From an optimization exercise on the open Yosys and OpenROAD flow, aimed at small area, a short achievable clock period and few clock cycles per item; shortcuts taken in it are not production practice. Only simulation tests tie the RTL to the original design; equivalence was not proved. The flow treats the clock pin as an ideal source. Dropping or thinning the clock tree relies on that and would not hold on a real chip.

lane 5:
Design SquareRoot, start of the top module:
module SquareRoot(
    input clk,
    input rst,
    input in_valid,
    input [31:0] floating_point_in,
    output out_valid,
    output [31:0] result
);
export LEC_CHECK = 0
export CAP_MARGIN = 20
export CORE_MARGIN = 2
export CORE_UTILIZATION = 40
export SLEW_MARGIN = 20
export SYNTH_HIERARCHICAL = 1
export SYNTH_MINIMUM_KEEP_SIZE = 0
create_clock -name core_clock -period 35.0 [get_ports {clk}]
standard.sh (not shown) runs the stock make flow with config.mk's settings and CLKGATE_MAP_FILE= SYNTH_SCRIPT=/design/flow/synth_recipe.tcl, a recipe that flattens the netlist after the stock synthesis.
==> flow/flow/run.sh <==
#!/bin/bash
# The standard layout, except:
#  - port buffers use buf_1 instead of the clkdlybuf4s50_1 that buffer_ports picks by default,
#    and the output port buffers are then swapped to buf_2 (in flow/mycts.tcl);
#  - the clock tree has two levels: the clock port drives four clkbuf_16, which drive sixteen
#    leaf clkbuf_16 near the register clusters (flow/mycts.tcl, sourced as ORFS's PRE_CTS_TCL hook,
#    stands in for TritonCTS). The rest of ORFS's CTS step (legalisation, repair) runs as usual.
set -euo pipefail
export BUFFER_PORTS_ARGS="-buffer_cell sky130_fd_sc_hd__buf_1"
export PRE_CTS_TCL="$(pwd)/flow/mycts.tcl"
bash standard.sh synth > synth.log 2>&1
bash standard.sh > layout.log 2>&1
==> flow/flow/mycts.tcl <==
# PRE_CTS hook: replaces TritonCTS with a two-level clock tree. The clock port drives four
# clkbuf_16; each drives the leaf clkbuf_16 of nearby register clusters (k-means on the placed
# register positions), so no single buffer has to span the die.
proc mycts_kmeans {xs ys k} {
  set n [llength $xs]
  set order [lsort -real -indices $xs]
  set cx {}; set cy {}
  for {set j 0} {$j < $k} {incr j} {
    set i [lindex $order [expr {int(($j + 0.5) * $n / $k)}]]
    lappend cx [lindex $xs $i]; lappend cy [lindex $ys $i]
  }
  set asg [lrepeat $n 0]
  for {set iter 0} {$iter < 100} {incr iter} {
    for {set i 0} {$i < $n} {incr i} {
      set best 0; set bd 1e30
      for {set j 0} {$j < $k} {incr j} {
        set d [expr {abs([lindex $xs $i] - [lindex $cx $j]) + abs([lindex $ys $i] - [lindex $cy $j])}]
        if {$d < $bd} { set bd $d; set best $j }
      }
      lset asg $i $best
    }
    for {set j 0} {$j < $k} {incr j} {
      set sx 0; set sy 0; set c 0
      for {set i 0} {$i < $n} {incr i} {
        if {[lindex $asg $i] == $j} { set sx [expr {$sx + [lindex $xs $i]}]; set sy [expr {$sy + [lindex $ys $i]}]; incr c }
      }
      if {$c > 0} { lset cx $j [expr {$sx / $c}]; lset cy $j [expr {$sy / $c}] }
    }
  }
  return [list $asg $cx $cy]
}

proc mycts_buffer {block master name innet x y} {
  set inst [odb::dbInst_create $block $master $name]
  set net [odb::dbNet_create $block "net_$name"]
  $net setSigType CLOCK
  [$inst findITerm A] connect $innet
  [$inst findITerm X] connect $net
  $inst setLocation [expr {int($x)}] [expr {int($y)}]
  $inst setPlacementStatus PLACED
  return $net
}

proc clock_tree_synthesis {args} {
  # output port buffers: buf_2 instead of buf_1 (0.01 pF port load)
  set b2 [[ord::get_db] findMaster sky130_fd_sc_hd__buf_2]
  foreach inst [[ord::get_db_block] getInsts] {
    if {[string match "output*" [$inst getName]] && [[$inst getMaster] getName] eq "sky130_fd_sc_hd__buf_1"} {
      $inst swapMaster $b2
    }
  }
  set n1 4
  set n2 16
  set block [ord::get_db_block]
  set clk [$block findNet clk]
  $clk setSigType CLOCK
  set master [[ord::get_db] findMaster sky130_fd_sc_hd__clkbuf_16]
  set sinks {}
  foreach it [$clk getITerms] {
    if {[$it isInputSignal]} { lappend sinks $it }
  }
  set xs {}; set ys {}
  foreach it $sinks {
    set bb [[$it getInst] getBBox]
    lappend xs [expr {([$bb xMin] + [$bb xMax]) / 2.0}]
    lappend ys [expr {([$bb yMin] + [$bb yMax]) / 2.0}]
  }
  lassign [mycts_kmeans $xs $ys $n2] asg2 cx2 cy2
  lassign [mycts_kmeans $cx2 $cy2 $n1] asg1 cx1 cy1
  puts "mycts: [llength $sinks] clock sinks, $n1 + $n2 buffers"
  for {set a 0} {$a < $n1} {incr a} {
    set net1 [mycts_buffer $block $master "clkbuf_my1_$a" $clk [lindex $cx1 $a] [lindex $cy1 $a]]
    for {set b 0} {$b < $n2} {incr b} {
      if {[lindex $asg1 $b] != $a} continue
      set net2 [mycts_buffer $block $master "clkbuf_my2_$b" $net1 [lindex $cx2 $b] [lindex $cy2 $b]]
      set c 0
      for {set i 0} {$i < [llength $sinks]} {incr i} {
        if {[lindex $asg2 $i] == $b} {
          set it [lindex $sinks $i]
          $it disconnect
          $it connect $net2
          incr c
        }
      }
      puts "mycts: leaf $b under $a drives $c sinks"
    }
  }
}
Testbench counts of lane 5, summed over its fixed seeds: cycles 16,040, items 16,000.
The following lists how lane 4 was set up differently from lane 5:
--- a/flow/flow/run.sh
+++ b/flow/flow/run.sh
@@ -4,3 +4,3 @@
 #    and the output port buffers are then swapped to buf_2 (in flow/mycts.tcl);
-#  - the clock tree has two levels: the clock port drives four clkbuf_16, which drive sixteen
+#  - the clock tree has two levels: the clock port drives four clkbuf_16, which drive twelve
 #    leaf clkbuf_16 near the register clusters (flow/mycts.tcl, sourced as ORFS's PRE_CTS_TCL hook,
--- a/flow/flow/mycts.tcl
+++ b/flow/flow/mycts.tcl
@@ -52,3 +52,3 @@
   set n1 4
-  set n2 16
+  set n2 12
   set block [ord::get_db_block]
[summary]
- ~same core utilization of the finished layout in lane 5 and lane 4
- Diff lane 5..lane 4 | met2 track demand over resource | negligible
- Routed wire length, lane 5 and lane 4, higher one = lane 5.
- Summary of lane 4 over lane 5: summed area of non-filler cells in the final layout lost 100 µm², share of the clock period used by the worst path neither gained nor lost much, worst hold slack lost 25 ps, global-route track usage on met3 neither gained nor lost much.
- Lane 4 -> lane 5: number of gates resized after cts delta 0, exact match
- Lane 4 vs lane 5: count of routing violations after the opening detailed-route iteration down
In every run of this note, the design's own scripts or RTL, not TritonCTS, make the clock network.

[re-timing with driven ports]
How much do the figures lean on ideal ports? The routed layouts below were timed once more, with nothing changed but the port constraints. Step 1: set_driving_cell puts a clkbuf_16 on clk and a buf_2 on each other input, an assumption about the parent block. Step 2 times the ports against the registers' clock, not the clock port: input delays grow and output delays shrink by t, the midpoint of the rising clock arrivals with the driver on. Slacks: no drivers / after step 1 / after step 2; pairs: no drivers / after step 1.
| run | shift t [ns] | slack for setup (ns) | hold slack, ns | slew at the worst register clock pin (ns) |
|---|---|---|---|---|
| lane 5 | 0.418 | 27.225 / 27.104 / 27.523 | 0.300 / 0.300 / 0.300 | 0.08 / 0.08 |
| lane 4 | 0.412 | 27.189 / 27.071 / 27.484 | 0.276 / 0.276 / 0.276 | 0.12 / 0.12 |
After both steps every run listed still meets setup and hold.
